This design comes from an exercise in tuning for small area and a short achievable clock period on the open sky130 flow, not from production work.
Only simulation tests tie the RTL to the original design; equivalence was not proved.

==> inputs of wip/amber <==
// processor
module processor(
    input clk,
    input rst,
    output [31:0] imem_addr,
    input [31:0] imem_rdata,
    output dmem_en,
    output dmem_we,
    output [31:0] dmem_addr,
    output [31:0] dmem_wdata,
    input [31:0] dmem_rdata,
    output wb_en,
    output [3:0] wb_addr,
    output [31:0] wb_data
    );
==> module processor, before the edit <==
module processor(
    input clk,
    input rst,
    output [31:0] imem_addr,
    input [31:0] imem_rdata,
    output dmem_en,
    output dmem_we,
    output [31:0] dmem_addr,
    output [31:0] dmem_wdata,
    input [31:0] dmem_rdata,
    output wb_en,
    output [3:0] wb_addr,
    output [31:0] wb_data
    );
reg [31:0] ia;       
reg [31:0] f_ir, d_ir;
reg f_v, d_v;
reg [15:0] d_selm;           
reg d_useimm;                
reg [4:0] d_shl, d_shr;   
reg [31:0] e_A, e_B;
reg [2:0] e_op;
reg e_zupd, e_wen, e_men, e_we, e_sub;
reg [3:0] e_rd;
reg br;      
reg z;       
reg [31:0] m_A, m_B;
reg m_add, m_and, m_or, m_not, m_xor, m_pass, m_cin;
reg m_wen, m_en, m_we, m_ld;
reg [3:0] m_rd;
reg [31:0] w_data;
reg [3:0] w_rd;
reg w_en;
assign imem_addr = ia;
wire [5:0] f_opc = f_ir[29:24];
wire f_useimm = f_ir[31] | (f_opc == 6'b100100);
always @(posedge clk) begin
    f_ir <= imem_rdata;
    d_ir <= f_ir;
    f_v <= ~rst;
    d_v <= ~rst & f_v & ~br;
    d_useimm <= f_useimm;
    d_selm <= f_useimm ? 16'd0 : (16'd1 << f_ir[3:0]);
    d_shl <= f_ir[14:10] & {5{~f_useimm &  f_ir[15]}};
    d_shr <= f_ir[14:10] & {5{~f_useimm & ~f_ir[15]}};
end
wire       d_S   = d_ir[30];
wire [5:0] d_opc = d_ir[29:24];
wire [3:0] d_rn  = d_ir[23:20];
wire d_mem = d_opc[5] & d_opc[4];
wire d_ls  = d_ir[27];
wire d_regw = ~(d_mem & ~d_ls);
wire [3:0] d_rd = (d_opc[5] | d_opc[4]) ? d_rn : d_ir[19:16];
wire d_beq = (d_opc == 6'b100100);
wire d_flag = (d_opc == 6'b000110) | (d_opc == 6'b001001) | (d_opc == 6'b011101);
reg [2:0] d_op;
always @(*) begin
    case (d_opc)
    6'b000110: d_op = 3'd0;
    6'b001001: d_op = 3'd1;
    6'b011101: d_op = 3'd1;
    6'b001011: d_op = 3'd2;
    6'b001010: d_op = 3'd3;
    6'b001100: d_op = 3'd4;
    6'b001110: d_op = 3'd5;
    6'b011100: d_op = 3'd6;
    6'b100100: d_op = 3'd6;
    default:   d_op = 3'd7;
    endcase
end
wire [31:0] rf_n, rf_m;
registerfile RegFile(clk, w_en, w_rd, w_data, d_selm, rf_m, 16'd1 << d_rn, rf_n);
wire [31:0] d_imm = {d_beq ? 8'd0 : {8{d_ir[15]}},
                     d_beq ? d_ir[23:16] : {8{d_ir[15]}},
                     d_ir[15:0]};
wire [31:0] d_Bs;
shifter #(5) sft(rf_m, d_shl, d_shr, d_Bs);
wire d_go = ~rst & d_v & ~br;
always @(posedge clk) begin
    e_A <= rf_n;
    e_B <= d_Bs | (d_imm & {32{d_useimm}});
    e_op <= d_op;
    e_sub <= (d_op == 3'd1);
    e_rd <= d_rd;
    e_zupd <= d_go & d_S & d_flag;
    e_wen <= d_go & d_regw;
    e_men <= d_go & d_mem;
    e_we <= d_go & d_mem & ~d_ls;
end
wire [31:0] e_y = e_B ^ {32{e_sub}};
wire [31:0] e_cin = {e_A[30:0] | e_y[30:0], e_sub};
wire e_zero = ((e_A ^ e_y) == e_cin);
wire e_znext = e_zupd ? e_zero : z;
wire br_next = d_go & d_beq & e_znext;
always @(posedge clk) begin
    if (rst) z <= 1'b0;
    else     z <= e_znext;
    br <= br_next;
    if (br_next)
        ia <= {8'd0, d_ir[23:0]};
    else if (rst)
        ia <= 32'd0;
    else
        ia <= ia + 32'd1;
end
always @(posedge clk) begin
    m_A <= e_A;
    m_B <= e_y;
    m_add <= (e_op == 3'd0) | (e_op == 3'd1);
    m_and <= (e_op == 3'd2);
    m_or <= (e_op == 3'd3);
    m_not <= (e_op == 3'd4);
    m_xor <= (e_op == 3'd5);
    m_pass <= (e_op == 3'd6);
    m_cin <= e_sub;
    m_rd <= e_rd;
    m_wen <= ~rst & e_wen & ~br;
    m_en <= ~rst & e_men;
    m_we <= ~rst & e_we;
    m_ld <= e_men & ~e_we;
end
assign dmem_en = m_en;
assign dmem_we = m_we;
assign dmem_addr = m_B;
assign dmem_wdata = m_A;
wire [31:0] m_res;
alu exec(m_add, m_and, m_or, m_not, m_xor, m_pass, m_cin, m_A, m_B, m_res);
always @(posedge clk) begin
    w_data <= m_res | (dmem_rdata & {32{m_ld}});
    w_rd <= m_rd;
    w_en <= ~rst & m_wen;
end
assign wb_en = w_en;
assign wb_addr = w_rd;
assign wb_data = w_data;
endmodule
clock: 7.5 ns
lec_check: 0
abc_area: 1
cap_margin: 20
core_margin: 2
core_utilization: 50
cts_cluster_diameter: 100
cts_cluster_size: 24
setup_slack_margin: 4.6
slew_margin: 20
standard.sh (not shown) runs the stock make flow with config.mk's settings and CLKGATE_MAP_FILE= SYNTH_SCRIPT=/design/flow/synth_recipe.tcl, a recipe that flattens the netlist after the stock synthesis.
==> flow/flow/run.sh <==
#!/bin/bash
# The standard layout (standard.sh, all of its steps) with two changes
# passed to the ORFS scripts through their environment:
#  - the port buffers that buffer_ports inserts are buf_1 cells
#  - clock tree synthesis inserts no dummy loads
# make's output goes to make.log; each ORFS step keeps its own log under orfs/logs.
set -euo pipefail
export BUFFER_PORTS_ARGS="-buffer_cell sky130_fd_sc_hd__buf_1"
export CTS_ARGS="-sink_clustering_enable -repair_clock_nets -sink_clustering_size 24 -sink_clustering_max_diameter 100 -dont_use_dummy_load"
bash standard.sh > make.log 2>&1
==> inputs of wip/zinc, as changes to wip/amber <==
--- a/flow/design.v
+++ b/flow/design.v
@@ -100,4 +100,5 @@
 reg [2:0] e_op;
 reg e_zupd, e_wen, e_men, e_we, e_sub;
+reg e_l4, e_r4;    
 reg [3:0] e_rd;
 reg br;      
@@ -153,5 +154,5 @@
                      d_ir[15:0]};
 wire [31:0] d_Bs;
-shifter #(5) sft(rf_m, d_shl, d_shr, d_Bs);
+shifter #(4) sft(rf_m, d_shl[3:0], d_shr[3:0], d_Bs);
 wire d_go = ~rst & d_v & ~br;
 always @(posedge clk) begin
@@ -160,4 +161,6 @@
     e_op <= d_op;
     e_sub <= (d_op == 3'd1);
+    e_l4 <= d_shl[4];
+    e_r4 <= d_shr[4];
     e_rd <= d_rd;
     e_zupd <= d_go & d_S & d_flag;
@@ -166,5 +169,6 @@
     e_we <= d_go & d_mem & ~d_ls;
 end
-wire [31:0] e_y = e_B ^ {32{e_sub}};
+wire [31:0] e_Bs = (e_B & {32{~(e_l4 | e_r4)}}) | ((e_B << 16) & {32{e_l4}}) | ((e_B >> 16) & {32{e_r4}});
+wire [31:0] e_y = e_Bs ^ {32{e_sub}};
 wire [31:0] e_cin = {e_A[30:0] | e_y[30:0], e_sub};
 wire e_zero = ((e_A ^ e_y) == e_cin);
- SETUP_SLACK_MARGIN: 4.6 -> 4.0
==> inputs of wip/cedar, as changes to wip/amber <==
--- a/flow/design.v
+++ b/flow/design.v
@@ -100,4 +100,5 @@
 reg [2:0] e_op;
 reg e_zupd, e_wen, e_men, e_we, e_sub;
+reg e_l4, e_r4;    
 reg [3:0] e_rd;
 reg br;      
@@ -153,5 +154,5 @@
                      d_ir[15:0]};
 wire [31:0] d_Bs;
-shifter #(5) sft(rf_m, d_shl, d_shr, d_Bs);
+shifter #(4) sft(rf_m, d_shl[3:0], d_shr[3:0], d_Bs);
 wire d_go = ~rst & d_v & ~br;
 always @(posedge clk) begin
@@ -160,4 +161,6 @@
     e_op <= d_op;
     e_sub <= (d_op == 3'd1);
+    e_l4 <= d_shl[4];
+    e_r4 <= d_shr[4];
     e_rd <= d_rd;
     e_zupd <= d_go & d_S & d_flag;
@@ -166,5 +169,6 @@
     e_we <= d_go & d_mem & ~d_ls;
 end
-wire [31:0] e_y = e_B ^ {32{e_sub}};
+wire [31:0] e_Bs = (e_B & {32{~(e_l4 | e_r4)}}) | ((e_B << 16) & {32{e_l4}}) | ((e_B >> 16) & {32{e_r4}});
+wire [31:0] e_y = e_Bs ^ {32{e_sub}};
 wire [31:0] e_cin = {e_A[30:0] | e_y[30:0], e_sub};
 wire e_zero = ((e_A ^ e_y) == e_cin);
- SETUP_SLACK_MARGIN: 4.6 -> 4.8
==> inputs of wip/pepper, as changes to wip/amber <==
- ABC_AREA: 1 -> default
- ABC_CLOCK_PERIOD_IN_PS: default -> 2800
==> results.py <==
metrics = {
    "final_layout": {
        "multi_input_area_um2": 14400,
        "final_cell_mix": "1,552 x nand2_1, 512 x edfxtp_1, 282 x inv_1, 266 x nand3_1, 265 x dfxtp_1",
    },
    "sta": {
        "rsz0062_at_grt": "yes",
    },
    "run_status": {
        "outcome": "finished clean",
    },
    "worst_setup_path": {
        "r2r_end": "e_A[20]$_DFF_P_",
    },
}
(the above is from wip/amber)
==> results.py <==
metrics = {
    "run_status": {
        "outcome": "finished clean",
    },
    "sta": {
        "rsz0062_at_grt": "yes",
    },
    "worst_setup_path": {
        "r2r_end": "ia[7]$_DFF_P_",
    },
    "logic_synthesis": {
        "synthCells": 4107,
    },
    "clock_tree": {
        "cts_tree": "yes",
    },
    "final_layout": {
        "final_cell_mix": "1,464 x nand2_1, 512 x edfxtp_1, 297 x inv_1, 232 x nor2_1, 224 x nand3_1",
    },
    "power_and_ir_drop": {
        "combPwrFrac_pct": 19.3,
    },
}
(the above is from wip/cedar)
==> results.py <==
metrics = {
    "run_status": {
        "outcome": "finished clean",
    },
    "final_layout": {
        "multi_input_area_um2": 16000,
        "final_cell_mix": "512 x edfxtp_1, 264 x dfxtp_1, 261 x a22o_1, 231 x a221oi_1, 199 x buf_1",
    },
    "power_and_ir_drop": {
        "p_seq_uw": 5400,
        "p_sw_uw": 2820,
    },
    "routing": {
        "viasPerCell": 7.32,
    },
    "worst_setup_path": {
        "r2r_end": "e_B[29]$_DFF_P_",
    },
}
(the above is from wip/pepper)
==> results.py <==
metrics = {
    "run_status": {
        "outcome": "finished clean",
    },
    "final_layout": {
        "fin_area_um2": 40700,
        "final_cell_mix": "1,499 x nand2_1, 512 x edfxtp_1, 307 x inv_1, 302 x dfxtp_1, 247 x nand3_1",
        "multi_input_area_um2": 14100,
    },
    "routing": {
        "first_iter_violations": 4143,
    },
    "sta": {
        "rsz0062_at_grt": "no",
    },
}
(the above is from wip/zinc)

==> what the ideal ports hide <==
The results above use ideal ports. As a check the final layouts listed here were re-extracted and re-timed, cells and wires unchanged. Step 1 sets driving cells, clkbuf_16 on the clock port and buf_2 on the other inputs (assumed; they add their load-dependent delay and slew). Step 2 also shifts input and output timing later by t, the mid clock arrival at the registers, as if the neighbouring blocks saw the same clock. Three values: no drivers, after step 1, after step 2; two values: the first two.
run	shift t [ns]	slack for setup (ns)	slew at the worst register clock pin (ns)	worst slew at a driven data input, ns
wip/amber	0.660	4.632 / 4.577 / 4.265	0.10 / 0.10	0.08
wip/zinc	0.660	4.143 / 4.120 / 4.143	0.10 / 0.10	0.06
wip/cedar	0.654	4.544 / 4.544 / 4.151	0.10 / 0.10	0.05
wip/pepper	0.677	4.093 / 4.093 / 4.093	0.10 / 0.10	0.08
After both steps every run listed still meets setup and hold. For wip/cedar, which loses most, drivers alone change the setup slack by 0.000 ns; drivers and shift together by -0.393 ns.
